From an optimization exercise on the open Yosys and OpenROAD flow, aimed at small area and a short achievable clock period; shortcuts taken in it are not production practice.
Where RTL was checked, it was by simulation tests only, not by an equivalence proof against the original.
No activity file was given, so power comes from the tool's default toggle rates.

==> flow/design.v <==
module LCD_CTRL(clk,reset,datain,cmd,cmd_valid,dataout,output_valid,busy);
input clk;
input reset;
input [7:0] datain;
input [2:0] cmd;
input cmd_valid;
output [7:0] dataout;
output output_valid;
output busy;
reg [7:0] ring [0:63];
reg [5:0] phase;              
reg       busy_r, ov_r;       
reg [3:0] cnt;                
reg [7:0] lo_n, hi_n;         
reg [2:0] ox, oy;
reg       mag;
reg [7:0] out_r;
reg [7:0] c00, c22, c_o, c_r, c_d;
integer i;
genvar g, b;
wire [7:0] lo_r = ~lo_n;
wire [7:0] hi_r = ~hi_n;
wire is_load = busy_r & ~ov_r;
wire accept  = ~busy_r & cmd_valid;
wire ox0 = (ox == 3'd0), ox4 = (ox == 3'd4);
wire oy0 = (oy == 3'd0), oy4 = (oy == 3'd4);
wire mag_n = (cmd == 3'd2) | (mag & (cmd != 3'd1) & (cmd != 3'd3));
wire cmd0 = (cmd == 3'd0), cmd1 = (cmd == 3'd1), cmd2 = (cmd == 3'd2), cmd3 = (cmd == 3'd3);
wire cmd4 = (cmd == 3'd4), cmd5 = (cmd == 3'd5), cmd6 = (cmd == 3'd6), cmd7 = (cmd == 3'd7);
wire f_22 = cmd_valid & cmd2;
wire f_00 = cmd_valid & (cmd1 | cmd3 | (~mag & ~cmd2));
wire f_o  = cmd_valid & mag & (cmd0 | cmd5 | (cmd4 & ox4) | (cmd6 & oy0) | (cmd7 & oy4));
wire f_r  = cmd_valid & mag & cmd4 & ~ox4;
wire f_u  = ~cmd_valid | (mag & cmd6 & ~oy0);
wire f_d  = cmd_valid & mag & cmd7 & ~oy4;
wire [7:0] first_n;
generate
  for (b = 0; b < 8; b = b + 1) begin : fbit
    wire p, q;
    lcd_aoi222 fa (.a(f_22), .b(c22[b]), .c(f_00), .d(c00[b]), .e(f_o), .f(c_o[b]), .y(p));
    lcd_aoi222 fb (.a(f_r), .b(c_r[b]), .c(f_u), .d(out_r[b]), .e(f_d), .f(c_d[b]), .y(q));
    lcd_and2 fc (.a(p), .b(q), .y(first_n[b]));
  end
endgenerate
wire use_rd  = busy_r | (cmd_valid & mag & ~ox0 & (cmd == 3'd5));
wire nuse_rd = ~use_rd;
wire [63:0] sel;
wire [7:0]  rd, out_d;
generate
  for (g = 0; g < 64; g = g + 1) begin : s
    assign sel[g] = ~(lo_n[g%8] | hi_n[g/8]);
  end
  for (b = 0; b < 8; b = b + 1) begin : rbit
    wire [20:0] t;
    wire        t21;
    wire [5:0]  u;
    wire        v0, v1;
    for (g = 0; g < 21; g = g + 1) begin : a3
      lcd_aoi222 ua (.a(sel[3*g]), .b(ring[3*g][b]), .c(sel[3*g+1]), .d(ring[3*g+1][b]),
                     .e(sel[3*g+2]), .f(ring[3*g+2][b]), .y(t[g]));
    end
    lcd_nand2 ub (.a(sel[63]), .b(ring[63][b]), .y(t21));
    lcd_nand4 n0 (.a(t[0]),  .b(t[1]),  .c(t[2]),  .d(t[3]),  .y(u[0]));
    lcd_nand4 n1 (.a(t[4]),  .b(t[5]),  .c(t[6]),  .d(t[7]),  .y(u[1]));
    lcd_nand4 n2 (.a(t[8]),  .b(t[9]),  .c(t[10]), .d(t[11]), .y(u[2]));
    lcd_nand4 n3 (.a(t[12]), .b(t[13]), .c(t[14]), .d(t[15]), .y(u[3]));
    lcd_nand4 n4 (.a(t[16]), .b(t[17]), .c(t[18]), .d(t[19]), .y(u[4]));
    lcd_nand2 n5 (.a(t[20]), .b(t21), .y(u[5]));
    lcd_nor3  m0 (.a(u[0]), .b(u[1]), .c(u[2]), .y(v0));
    lcd_nor3  m1 (.a(u[3]), .b(u[4]), .c(u[5]), .y(v1));
    lcd_nand2 m2 (.a(v0), .b(v1), .y(rd[b]));
    lcd_a32oi m3 (.a1(v0), .a2(v1), .a3(use_rd), .b1(nuse_rd), .b2(first_n[b]), .y(out_d[b]));
  end
endgenerate
function [7:0] rotl;
  input [7:0] v;
  input [2:0] k;
  rotl = (v << k) | (v >> (4'd8 - k));
endfunction
wire row_next = (cnt[1:0] == 2'd2);
wire at62     = lo_r[6] & hi_r[7];
wire cnt14    = (cnt == 4'd14);
wire cnt15    = (cnt == 4'd15);
wire out_mid  = ov_r & ~cnt14 & ~cnt15;
wire c_p1  = (is_load & ~at62) | (~busy_r & ~cmd_valid);        
wire c_u   = ov_r & cnt14;                                      
wire c_l   = ov_r & cnt15;                                      
wire c_zi0 = out_mid & mag & ~row_next;                         
wire c_zi4 = out_mid & mag & row_next;                          
wire c_zo9 = out_mid & ~mag & row_next;                         
wire c_m1b = (is_load & at62) | (out_mid & ~mag & ~row_next);   
wire a_ld  = accept & (cmd == 3'd1);                            
wire a_zi  = accept & (cmd == 3'd2);                            
wire a_zo  = accept & ((cmd == 3'd3) | (~mag & (cmd != 3'd1) & (cmd != 3'd2)));  
wire a_in  = accept & mag;
wire a_m1  = a_in & ((cmd == 3'd0) | ((cmd == 3'd4) & ox4) | ((cmd == 3'd5) & ox0) |
                     ((cmd == 3'd6) & oy0) | ((cmd == 3'd7) & oy4));   
wire a_m2  = a_in & (cmd == 3'd4) & ~ox4;                       
wire a_0   = a_in & (cmd == 3'd5) & ~ox0;                       
wire a_p7  = a_in & (cmd == 3'd6) & ~oy0;                       
wire a_m9  = a_in & (cmd == 3'd7) & ~oy4;                       
wire l0    = lo_r[0];
wire l_ge1 = ~lo_r[0];
wire l_ge2 = ~(lo_r[0] | lo_r[1]);
wire l_ge4 = |lo_r[7:4];
wire l_ge6 = lo_r[6] | lo_r[7];
wire l7    = lo_r[7];
wire m1  = c_m1b | a_m1;
wire m9  = c_zo9 | a_m9;
wire r0 = c_zi0 | a_0;
wire r1 = c_p1;
wire r7 = m1 | m9 | a_p7;
wire r4 = c_u | c_zi4;
wire r2 = c_l;
wire r6 = a_m2;
wire h1 = (c_p1 & l7) | (a_p7 & l_ge1);
wire h0 = (c_p1 & ~l7) | (m1 & ~l0) | r0 | (c_l & l_ge6) | (c_zi4 & l_ge4) |
          (a_m2 & l_ge2) | (a_p7 & ~l_ge1);
wire h7 = (m1 & l0) | (c_l & ~l_ge6) | (c_zi4 & ~l_ge4) | (a_m2 & ~l_ge2) | (m9 & l_ge1);
wire h6 = m9 & ~l_ge1;
wire h4 = c_u & ~l_ge4;
wire h5 = c_u & l_ge4;
wire [7:0] pl  = 8'd1 << phase[2:0];
wire [7:0] ph  = 8'd1 << phase[5:3];
wire [7:0] ph_zo = (phase[2:0] == 3'd0) ? rotl(ph, 3'd7) : ph;
wire [7:0] ph_zi = (phase[2:0] >= 3'd2) ? rotl(ph, 3'd6) : rotl(ph, 3'd5);
wire [7:0] lo_nx = ({8{r0}} & lo_r) | ({8{r1}} & rotl(lo_r, 3'd1)) | ({8{r7}} & rotl(lo_r, 3'd7)) |
                   ({8{r4}} & rotl(lo_r, 3'd4)) | ({8{r2}} & rotl(lo_r, 3'd2)) |
                   ({8{r6}} & rotl(lo_r, 3'd6)) | ({8{a_zo}} & rotl(pl, 3'd7)) |
                   ({8{a_zi}} & rotl(pl, 3'd6)) | ({8{a_ld}} & 8'h80);
wire [7:0] hi_nx = ({8{h0}} & hi_r) | ({8{h1}} & rotl(hi_r, 3'd1)) | ({8{h7}} & rotl(hi_r, 3'd7)) |
                   ({8{h6}} & rotl(hi_r, 3'd6)) | ({8{h4}} & rotl(hi_r, 3'd4)) |
                   ({8{h5}} & rotl(hi_r, 3'd5)) | ({8{a_zo}} & ph_zo) | ({8{a_zi}} & ph_zi) |
                   ({8{a_ld}} & 8'h80);
always @(posedge clk) begin
  for (i = 63; i > 0; i = i - 1) ring[i] <= ring[i-1];
  ring[0] <= is_load ? datain : ring[63];
  out_r <= out_d;
  lo_n  <= ~lo_nx;
  hi_n  <= ~hi_nx;
  phase <= accept & (cmd == 3'd1) ? 6'd63 : phase + 6'd1;
  cnt   <= ov_r ? cnt + 4'd1 : 4'd0;
end
always @(posedge clk) begin
  if (is_load & lo_r[7] & hi_r[7]) c00 <= datain;
  if (is_load & lo_r[1] & hi_r[2]) c22 <= datain;
  if (ov_r & (cnt == 4'd0)) c_o <= out_r;
  if (ov_r & (cnt == 4'd1)) c_r <= out_r;
  if (ov_r & (cnt == 4'd4)) c_d <= out_r;
end
always @(posedge clk) begin
  if (reset) begin
    busy_r <= 1'b0;
    ov_r   <= 1'b0;
  end else if (~busy_r) begin
    if (cmd_valid) begin
      busy_r <= 1'b1;
      ov_r   <= (cmd != 3'd1);
    end
  end else if (is_load) begin
    if (at62) ov_r <= 1'b1;
  end else if (cnt == 4'd15) begin
    busy_r <= 1'b0;
    ov_r   <= 1'b0;
  end
end
always @(posedge clk) begin
  if (accept) begin
    mag <= mag_n;
    case (cmd)
      3'd1: begin ox <= 3'd0; oy <= 3'd0; end
      3'd2: begin ox <= 3'd2; oy <= 3'd2; end
      3'd4: if (!ox4) ox <= ox + 3'd1;
      3'd5: if (!ox0) ox <= ox - 3'd1;
      3'd6: if (!oy0) oy <= oy - 3'd1;
      3'd7: if (!oy4) oy <= oy + 3'd1;
      default: ;
    endcase
  end
end
assign dataout      = out_r;
assign busy         = busy_r;
assign output_valid = ov_r;
endmodule
module lcd_aoi222(input a, b, c, d, e, f, output y);
  assign y = ~((a & b) | (c & d) | (e & f));
endmodule
module lcd_nand4(input a, b, c, d, output y);
  assign y = ~(a & b & c & d);
endmodule
module lcd_nand2(input a, b, output y);
  assign y = ~(a & b);
endmodule
module lcd_nor3(input a, b, c, output y);
  assign y = ~(a | b | c);
endmodule
module lcd_and2(input a, b, output y);
  assign y = a & b;
endmodule
module lcd_and3(input a, b, c, output y);
  assign y = a & b & c;
endmodule
module lcd_a32oi(input a1, a2, a3, b1, b2, output y);
  assign y = ~((a1 & a2 & a3) | (b1 & b2));
endmodule
module lcd_mux2 #(parameter W = 1) (input s, input [W-1:0] a, b, output [W-1:0] y);
  assign y = s ? a : b;
endmodule
==> flow/config.mk <==
export PLATFORM = sky130hd
export DESIGN_NAME = LCD_CTRL
export DESIGN_NICKNAME = LCD_CTRL
export VERILOG_FILES = /design/flow/design.v
export SDC_FILE = /design/flow/constraint.sdc
export NUM_CORES = 4
export LEC_CHECK = 0
export CAP_MARGIN = 20
export CORE_MARGIN = 2
export CORE_UTILIZATION = 40
export CTS_CLUSTER_DIAMETER = 100
export CTS_CLUSTER_SIZE = 25
export SETUP_SLACK_MARGIN = 3.2
export SLEW_MARGIN = 20
export SYNTH_HIERARCHICAL = 1
==> flow/constraint.sdc <==
create_clock -name core_clock -period 5.5 [get_ports {clk}]
set_input_delay 1.1000 -clock core_clock [delete_from_list [all_inputs] [get_ports {clk}]]
set_output_delay 1.1000 -clock core_clock [all_outputs]
set_load 0.01 [all_outputs]
run.sh (not shown) runs the stock make flow with config.mk's settings and CLKGATE_MAP_FILE= SYNTH_SCRIPT=/design/flow/synth_recipe.tcl, a recipe that flattens the netlist after the stock synthesis.
The baseline finished clean.
Next try:
--- a/flow/design.v
+++ b/flow/design.v
@@ -123,22 +123,29 @@
 wire [7:0] pl  = 8'd1 << phase[2:0];
 wire [7:0] ph  = 8'd1 << phase[5:3];
 wire [7:0] ph_zo = (phase[2:0] == 3'd0) ? rotl(ph, 3'd7) : ph;
 wire [7:0] ph_zi = (phase[2:0] >= 3'd2) ? rotl(ph, 3'd6) : rotl(ph, 3'd5);
-wire [7:0] lo_nx = ({8{r0}} & lo_r) | ({8{r1}} & rotl(lo_r, 3'd1)) | ({8{r7}} & rotl(lo_r, 3'd7)) |
-                   ({8{r4}} & rotl(lo_r, 3'd4)) | ({8{r2}} & rotl(lo_r, 3'd2)) |
-                   ({8{r6}} & rotl(lo_r, 3'd6)) | ({8{a_zo}} & rotl(pl, 3'd7)) |
-                   ({8{a_zi}} & rotl(pl, 3'd6)) | ({8{a_ld}} & 8'h80);
-wire [7:0] hi_nx = ({8{h0}} & hi_r) | ({8{h1}} & rotl(hi_r, 3'd1)) | ({8{h7}} & rotl(hi_r, 3'd7)) |
-                   ({8{h6}} & rotl(hi_r, 3'd6)) | ({8{h4}} & rotl(hi_r, 3'd4)) |
-                   ({8{h5}} & rotl(hi_r, 3'd5)) | ({8{a_zo}} & ph_zo) | ({8{a_zi}} & ph_zi) |
-                   ({8{a_ld}} & 8'h80);
+wire [7:0] lo_nn, hi_nn;
+wire [7:0] pl_zo = rotl(pl, 3'd7), pl_zi = rotl(pl, 3'd6);
+generate
+  for (b = 0; b < 8; b = b + 1) begin : nbit
+    wire p, q, t, u, v, w;
+    lcd_aoi222 la (.a(r0), .b(lo_r[b]), .c(r1), .d(lo_r[(b+7)%8]), .e(r7), .f(lo_r[(b+1)%8]), .y(p));
+    lcd_aoi222 lb (.a(r4), .b(lo_r[(b+4)%8]), .c(r2), .d(lo_r[(b+6)%8]), .e(r6), .f(lo_r[(b+2)%8]), .y(q));
+    lcd_aoi222 lc (.a(a_zo), .b(pl_zo[b]), .c(a_zi), .d(pl_zi[b]), .e(a_ld), .f(b == 7 ? 1'b1 : 1'b0), .y(t));
+    lcd_and3   ld (.a(p), .b(q), .c(t), .y(lo_nn[b]));
+    lcd_aoi222 ha (.a(h0), .b(hi_r[b]), .c(h1), .d(hi_r[(b+7)%8]), .e(h7), .f(hi_r[(b+1)%8]), .y(u));
+    lcd_aoi222 hb (.a(h6), .b(hi_r[(b+2)%8]), .c(h4), .d(hi_r[(b+4)%8]), .e(h5), .f(hi_r[(b+3)%8]), .y(v));
+    lcd_aoi222 hc (.a(a_zo), .b(ph_zo[b]), .c(a_zi), .d(ph_zi[b]), .e(a_ld), .f(b == 7 ? 1'b1 : 1'b0), .y(w));
+    lcd_and3   hd (.a(u), .b(v), .c(w), .y(hi_nn[b]));
+  end
+endgenerate
 always @(posedge clk) begin
   for (i = 63; i > 0; i = i - 1) ring[i] <= ring[i-1];
   ring[0] <= is_load ? datain : ring[63];
   out_r <= out_d;
-  lo_n  <= ~lo_nx;
-  hi_n  <= ~hi_nx;
+  lo_n  <= lo_nn;
+  hi_n  <= hi_nn;
   phase <= accept & (cmd == 3'd1) ? 6'd63 : phase + 6'd1;
   cnt   <= ov_r ? cnt + 4'd1 : 4'd0;
 end
 always @(posedge clk) begin
Outcome:
- die area fell by 1.6%
- worst setup slack gets worse by 120 ps
- hold slack gets better by 11 ps
- total power went down by 0.81%
- flip-flop and latch count is unchanged
- register-to-register slack is worse by 90 ps
- maximum frequency is lower by 4.8%
- area after synthesis fell by 1.6%
- non-clock buffer count went up by 9
- routed wire length climbs by 0.95%
- clock-buffer cell count shrinks by 4
- clock skew decreases by 13 ps
- core utilization goes up by 0.39 points
- cell count is lower by 2.4%
Only the layout flow was run in the second run of this note; the RTL was not checked for function there.

separate check: timing with driven ports:
No port has a modelled driver above. Below, the same layouts with a new extraction and two added sets of constraints.
Step 1: set_driving_cell puts a clkbuf_16 on clk and a buf_2 on each other input, an assumption about the parent block.
Step 2 adds t to the input delays and takes it off the output delays; t is the mean of the earliest and latest rising clock arrival at the registers after step 1. Input paths then give back, and output paths get back, about the clock's delay inside the block.
Three values: ideal ports, drivers, drivers and shift; two values: the first two.
run | shift t [ns] | setup WS [ns] | worst setup path after step 2 | latest minus earliest clock arrival (ns) | slew at the worst register clock pin (ns)
the first run | 0.629 | 3.224 / 3.239 / 2.620 | input to register | 0.030 / 0.030 | 0.10 / 0.10
the second run | 0.645 | 3.108 / 3.107 / 2.462 | input to register | 0.018 / 0.018 | 0.10 / 0.10
After both steps setup and hold are still met in every run listed. For the second run, which loses most, drivers alone change the setup slack by -0.001 ns; drivers and shift together by -0.646 ns.
